Context: an optimization exercise on an open-source flow, tuned for small area. The choices shown serve that exercise and are no tape-out recipe. The RTL was checked by simulation tests, not by an equivalence proof against the original design. Power figures rest on the tool's default switching activity, not on a simulated workload.

## vga
module vga
  (input  logic clck,
   input  logic reset,
   input  logic left_btn,
   input  logic right_btn,
   input  logic [9:0] serve_x,
   input  logic [8:0] serve_y,
   input  logic [2:0] serve_xv,
   input  logic [2:0] serve_yv,
   input  logic [9:0] paddle_x0,
   output logic hsync,
   output logic vsync,
   output logic r,
   output logic g,
   output logic b);
Size: roughly 84 flip-flops, roughly 44 I/O pins, about 0.0043 mm2 of cells after synthesis.
==> flow/config.mk <==
export PLATFORM = sky130hd
export DESIGN_NAME = vga
export DESIGN_NICKNAME = vga
export VERILOG_FILES = /design/flow/design.v
export SDC_FILE = /design/flow/constraint.sdc
export NUM_CORES = 4
export LEC_CHECK = 0
export CAP_MARGIN = 20
export CORE_MARGIN = 2
export CORE_UTILIZATION = 40
export CTS_BUF_LIST = sky130_fd_sc_hd__clkbuf_8
export PLACE_DENSITY = 0.6
export SLEW_MARGIN = 20
==> flow/constraint.sdc <==
create_clock -name core_clock -period 10.0 [get_ports {clck}]
set_input_delay 2.0000 -clock core_clock [delete_from_list [all_inputs] [get_ports {clck}]]
set_output_delay 2.0000 -clock core_clock [all_outputs]
set_load 0.01 [all_outputs]
standard.sh (not shown) runs the stock make flow with config.mk's settings and CLKGATE_MAP_FILE= SYNTH_SCRIPT=/design/flow/synth_recipe.tcl, a recipe that flattens the netlist after the stock synthesis.
==> flow/flow/run.sh <==
#!/bin/bash
set -euo pipefail
W=$PWD
rm -rf "$W/scripts_own"
cp -r "$FLOW_HOME/scripts" "$W/scripts_own"
cp "$W/flow/abc_area.script" "$W/scripts_own/abc_area.script"
bash "$W/standard.sh" SCRIPTS_DIR="$W/scripts_own" ADDER_MAP_FILE= ABC_AREA=1 \
  "BUFFER_PORTS_ARGS=-buffer_cell sky130_fd_sc_hd__buf_1" finish > "$W/flow_make.log" 2>&1
==> flow/flow/abc_area.script <==
strash
ifraig
scorr
dc2
strash
&get -n
&deepsyn -T 60
&put
dch -f
amap
topo
stime -c
Rerun with:
==> flow/flow/run.sh (replaced) <==
#!/bin/bash
# Standard ORFS layout with these changes:
#  - synthesis maps with an area-oriented ABC script (flow/abc_area.script)
#    and without full/half adder cell extraction, so ABC optimises adders;
#  - ports are buffered with the smallest buffer, sky130_fd_sc_hd__buf_1;
#  - the clock tree is built from clkbuf_8 cells, without dummy loads.
# The make output of every step goes to flow_make.log here; ORFS keeps each
# tool's own log under orfs/logs/.
set -euo pipefail
W=$PWD
rm -rf "$W/scripts_own"
cp -r "$FLOW_HOME/scripts" "$W/scripts_own"
cp "$W/flow/abc_area.script" "$W/scripts_own/abc_area.script"
bash "$W/standard.sh" SCRIPTS_DIR="$W/scripts_own" ADDER_MAP_FILE= ABC_AREA=1 \
  "BUFFER_PORTS_ARGS=-buffer_cell sky130_fd_sc_hd__buf_1" \
  "CTS_ARGS=-sink_clustering_enable -repair_clock_nets -buf_list sky130_fd_sc_hd__clkbuf_8 -dont_use_dummy_load" \
  finish > "$W/flow_make.log" 2>&1
==> flow/flow/abc_area.script (replaced) <==
strash
ifraig
scorr
dc2
strash
&get -n
&deepsyn -T 60
&put
dch -f
amap -F 4 -A 10
topo
stime -c
- CTS_BUF_LIST: sky130_fd_sc_hd__clkbuf_8 -> unset
Sequential power is about the same.
Maximum frequency grows by a few percent.
Power falls by roughly a tenth.
Sequential share of layout area goes up by 0.78 points.
Cell count drops slightly.
Worst setup slack improves by 0.25 ns.

---

The RTL this note starts from:
==> flow/design.v <==
module vga
  (input  logic clck,
   input  logic reset,
   input  logic left_btn,
   input  logic right_btn,
   input  logic [9:0] serve_x,
   input  logic [8:0] serve_y,
   input  logic [2:0] serve_xv,
   input  logic [2:0] serve_yv,
   input  logic [9:0] paddle_x0,
   output logic hsync,
   output logic vsync,
   output logic r,
   output logic g,
   output logic b);
   logic [9:0] p;
   logic [9:0] ln;
   logic       first;   
   logic lineEnd;       
   assign lineEnd = &p;
   always_ff @(posedge clck) begin
      if(reset) begin
         p <= 224;
         ln <= 978;
         first <= 1;
      end else begin
         p <= (&p) ? 10'd224 : p + 10'd1;
         if(lineEnd) begin
            ln <= (&ln) ? 10'd499 : ln + 10'd1;
            if(ln == 988) first <= 0;
         end
      end
   end
   logic actcol;        
   assign actcol = p >= 385 || p == 224;
   logic active;
   assign active = !first && ln < 979;
   assign hsync = !(p >= 241 && p <= 336);
   assign vsync = !(ln == 989 || ln == 990);
   logic [4:0] dh;
   logic sample;
   assign sample = p[4:0] == 0 && dh == 0;
   logic [4:0] cl, cr;
   always_ff @(posedge clck) begin
      if(reset) begin
         dh <= 0;
         cl <= 0;
         cr <= 0;
      end else begin
         if(&p[4:0]) dh <= {dh[3:0], dh[4] ^ dh[2] ^ (dh[3:0] == 0)};
         if(sample) begin
            cl <= !left_btn ? 5'd30 : {cl[3:0], cl[4] & cl[3]};
            cr <= !right_btn ? 5'd30 : {cr[3:0], cr[4] & cr[3]};
         end
      end
   end
   logic left, right;
   assign left = cl != 0;
   assign right = cr != 0;
   logic [2:0] colour;
   logic       prev;
   always_ff @(posedge clck) begin
      prev <= left | right;
      if(reset) begin
         colour <= 1;
      end else begin
         if((left | right) && !prev)
           colour <= (colour == 7) ? 3'd1 : colour + 3'd1;
      end
   end
   logic [9:0] q;
   logic upd_p;         
   assign upd_p = !first && ln == 979 && p == 225;
   always_ff @(posedge clck) begin
      if(reset) begin
         q <= ~paddle_x0;
      end else if(upd_p && !left && right) begin
         q <= (q <= 436) ? 10'd435 : q - 10'd1;
      end else if(upd_p && left && !right) begin
         q <= (q >= 1020) ? 10'd1023 : q + 10'd3;
      end else begin
         q <= (&q) ? 10'd224 : q + 10'd1;
      end
   end
   logic [9:0] e;
   logic [9:0] ry;
   logic       sx, sy;
   logic [1:0] mx, my;
   logic mv;             
   assign mv = !first && ln[9:2] == 246 && ln[1:0] != 3;
   logic c4;             
   assign c4 = p[9:2] == 64;
   logic hold_e;         
   assign hold_e = mv && ln[1:0] == 0 && mx != 0 && (sx ^ (c4 && p[1:0] < mx));
   logic ystep;          
   assign ystep = mv && ln[1:0] < my;
   logic ry_inc;
   assign ry_inc = (lineEnd && !(ystep && !sy)) || (p == 224 && ystep && sy);
   logic upd_w, upd_h;
   assign upd_w = !first && ln == 987 && p == 224;
   assign upd_h = !first && ln == 988 && e == 458;
   logic wl, wr, wt, wb, wp;
   assign wl = sx && mx != 0 && e >= 10'd1020 - {8'd0, mx};
   assign wr = !sx && mx != 0 && e <= 10'd393 + {8'd0, mx};
   assign wt = sy && my != 0 && ry >= 10'd504 - {8'd0, my} && ry <= 503;
   assign wp = !sy && my != 0 && ry >= 544 && ry <= 10'd603 + {8'd0, my};
   assign wb = !sy && my != 0 && ry >= 544 && ry <= 10'd563 + {8'd0, my};
   logic hit;
   assign hit = q[9:6] == 7 && q[5:0] <= 60;
   logic [2:0] dx, dn;
   assign dx = sx ? -{1'b0, mx} : {1'b0, mx};
   always_comb begin
      if(q[5:0] < 12)      dn = (dx[2] && dx[1:0] < 3) ? 3'b101 : dx - 3'd2;
      else if(q[5:0] < 24) dn = (dx == 3'b101) ? 3'b101 : dx - 3'd1;
      else if(q[5:0] < 36) dn = dx;
      else if(q[5:0] < 48) dn = (dx == 3'd3) ? 3'd3 : dx + 3'd1;
      else if(q[5:0] < 60) dn = (!dx[2] && dx[1:0] > 1) ? 3'd3 : dx + 3'd2;
      else             dn = dx;
   end
   always_ff @(posedge clck) begin
      if(reset) begin
         e <= ~serve_x;
         ry <= {1'b1, ~serve_y};
         sx <= !serve_xv[2];
         mx <= serve_xv[2] ? serve_xv[1:0] : -serve_xv[1:0];
         sy <= !serve_yv[2];
         my <= serve_yv[2] ? serve_yv[1:0] : -serve_yv[1:0];
      end else begin
         if(!hold_e) e <= (&e) ? 10'd224 : e + 10'd1;
         if(ry_inc) ry <= (&ry) ? 10'd499 : ry + 10'd1;
         if(upd_w) begin
            if(wl | wr) sx <= !sx;
            if(wt) sy <= !sy;
         end
         if(upd_h) begin
            if(wp && hit) begin
               sy <= !sy;
               sx <= dn[2];
               mx <= dn[2] ? -dn[1:0] : dn[1:0];
            end else if(wb) begin
               sy <= !sy;
            end
         end
      end
   end
   logic xzero;
   always_ff @(posedge clck) begin
      if(p == 224) xzero <= &e;
   end
   logic bcol, brow, pcol, prow;
   assign bcol = actcol ? (e >= 384 && e <= 394) : xzero;
   assign brow = ry >= 544 && ry <= 554;
   assign pcol = actcol && q >= 384 && q <= 434;
   assign prow = ln >= 939 && ln <= 959;
   logic bp, pp;
   always_ff @(posedge clck) begin
      if(reset) begin
         bp <= 0; pp <= 0;
      end else begin
         bp <= active && brow && bcol;
         pp <= active && prow && pcol;
      end
   end
   assign r = (pp & colour[0]) | bp;
   assign g = (pp & colour[1]) | bp;
   assign b = (pp & colour[2]) | bp;
endmodule
export LEC_CHECK = 0
export CAP_MARGIN = 20
export CORE_MARGIN = 2
export CORE_UTILIZATION = 40
export PLACE_DENSITY = 0.6
export SLEW_MARGIN = 20
create_clock -name core_clock -period 10.0 [get_ports {clck}]
==> flow/flow/run.sh <==
#!/bin/bash
# Standard ORFS layout with these changes:
#  - synthesis maps with an area-oriented ABC script (flow/abc_area.script)
#    and without full/half adder cell extraction, so ABC optimises adders;
#    the script's randomised &deepsyn runs with four seeds, each synthesis
#    in a work folder of its own (orfs_s0..3, logs in synth_s0..3.log), and
#    the flow goes on from the smallest netlist;
#  - ports are buffered with the smallest buffer, sky130_fd_sc_hd__buf_1;
#  - the clock tree is built from clkbuf_8 cells, without dummy loads.
# The make output of the layout goes to flow_make.log here; ORFS keeps each
# tool's own log under orfs/logs/.
set -euo pipefail
W=$PWD
KNOBS=(ADDER_MAP_FILE= ABC_AREA=1
  "BUFFER_PORTS_ARGS=-buffer_cell sky130_fd_sc_hd__buf_1"
  "CTS_ARGS=-sink_clustering_enable -repair_clock_nets -buf_list sky130_fd_sc_hd__clkbuf_8 -dont_use_dummy_load")
for s in 0 1 2 3; do
  rm -rf "$W/scripts_s$s" "$W/orfs_s$s"
  cp -r "$FLOW_HOME/scripts" "$W/scripts_s$s"
  sed "s/&deepsyn -T \([0-9]*\)/\&deepsyn -T \1 -S $s/" "$W/flow/abc_area.script" > "$W/scripts_s$s/abc_area.script"
  sed "s|WORK_HOME=[^ ]*|WORK_HOME=$W/orfs_s$s|" "$W/standard.sh" > "$W/standard_s$s.sh"
  bash "$W/standard_s$s.sh" SCRIPTS_DIR="$W/scripts_s$s" "${KNOBS[@]}" synth > "$W/synth_s$s.log" 2>&1 &
done
wait
best=""; bestarea=""
for s in 0 1 2 3; do
  f="$W/orfs_s$s/reports/sky130hd/vga/base/synth_stat.txt"
  [[ -f "$f" ]] || continue
  a=$(awk '/Chip area for module/ {print $NF}' "$f")
  echo "seed $s synthesis area $a" >> "$W/synth_pick.log"
  if [[ -z "$best" ]] || awk -v a="$a" -v b="$bestarea" 'BEGIN {exit !(a < b)}'; then best=$s; bestarea=$a; fi
done
echo "picked seed $best ($bestarea)" >> "$W/synth_pick.log"
rm -rf "$W/orfs"
cp -a "$W/orfs_s$best" "$W/orfs"
bash "$W/standard.sh" SCRIPTS_DIR="$W/scripts_s$best" "${KNOBS[@]}" finish > "$W/flow_make.log" 2>&1
==> flow/flow/abc_area.script <==
strash
ifraig
scorr
dc2
strash
&get -n
&deepsyn -T 120
&put
dch -f
amap -F 4 -A 10
topo
stime -c
Edit:
==> flow/flow/run.sh (replaced) <==
#!/bin/bash
# Standard ORFS layout with these changes:
#  - synthesis maps with an area-oriented ABC script (flow/abc_area.script)
#    and without full/half adder cell extraction, so ABC optimises adders;
#  - ports are buffered with the smallest buffer, sky130_fd_sc_hd__buf_1;
#  - the clock tree is built from clkbuf_8 cells, without dummy loads.
# The make output of every step goes to flow_make.log here; ORFS keeps each
# tool's own log under orfs/logs/.
set -euo pipefail
W=$PWD
rm -rf "$W/scripts_own"
cp -r "$FLOW_HOME/scripts" "$W/scripts_own"
cp "$W/flow/abc_area.script" "$W/scripts_own/abc_area.script"
bash "$W/standard.sh" SCRIPTS_DIR="$W/scripts_own" ADDER_MAP_FILE= ABC_AREA=1 \
  "BUFFER_PORTS_ARGS=-buffer_cell sky130_fd_sc_hd__buf_1" \
  "CTS_ARGS=-sink_clustering_enable -repair_clock_nets -buf_list sky130_fd_sc_hd__clkbuf_8 -dont_use_dummy_load" \
  finish > "$W/flow_make.log" 2>&1
After rerunning: Worst setup slack improved by 0.21 ns; power increases by 1.6%; critical path depth increases by 5; clock skew decreases by 0.0074 ns; wire length increases by 0.68%; sequential cell count is unchanged.

## re-timing with driven ports
How much do the figures lean on ideal ports? The routed layouts below were timed once more, with nothing changed but the port constraints. Step 1 (the two cells are an assumption about what drives the block):
set clk [get_ports {clck}]
set_driving_cell -lib_cell sky130_fd_sc_hd__clkbuf_16 $clk
set_driving_cell -lib_cell sky130_fd_sc_hd__buf_2 [delete_from_list [all_inputs] $clk]
Step 2 adds t to the input delays and takes it off the output delays; t is the mean of the earliest and latest rising clock arrival at the registers after step 1. Input paths then give back, and output paths get back, about the clock's delay inside the block. a / b / c = ideal / step 1 / step 2; a / b = the first two.
run	t (ns)	setup slack, ns	clock arrival spread, ns
the first run of note 1	0.386	5.929 / 5.894 / 5.993	0.011 / 0.011
the second run of note 1	0.373	6.174 / 6.141 / 6.026	0.034 / 0.035
the first run of note 2	0.392	5.872 / 5.838 / 5.803	0.030 / 0.030
the second run of note 2	0.369	6.085 / 6.087 / 5.727	0.023 / 0.022
After both steps every run listed still meets setup and hold. For the second run of note 2, which loses most, drivers alone change the setup slack by +0.002 ns; drivers and shift together by -0.358 ns.
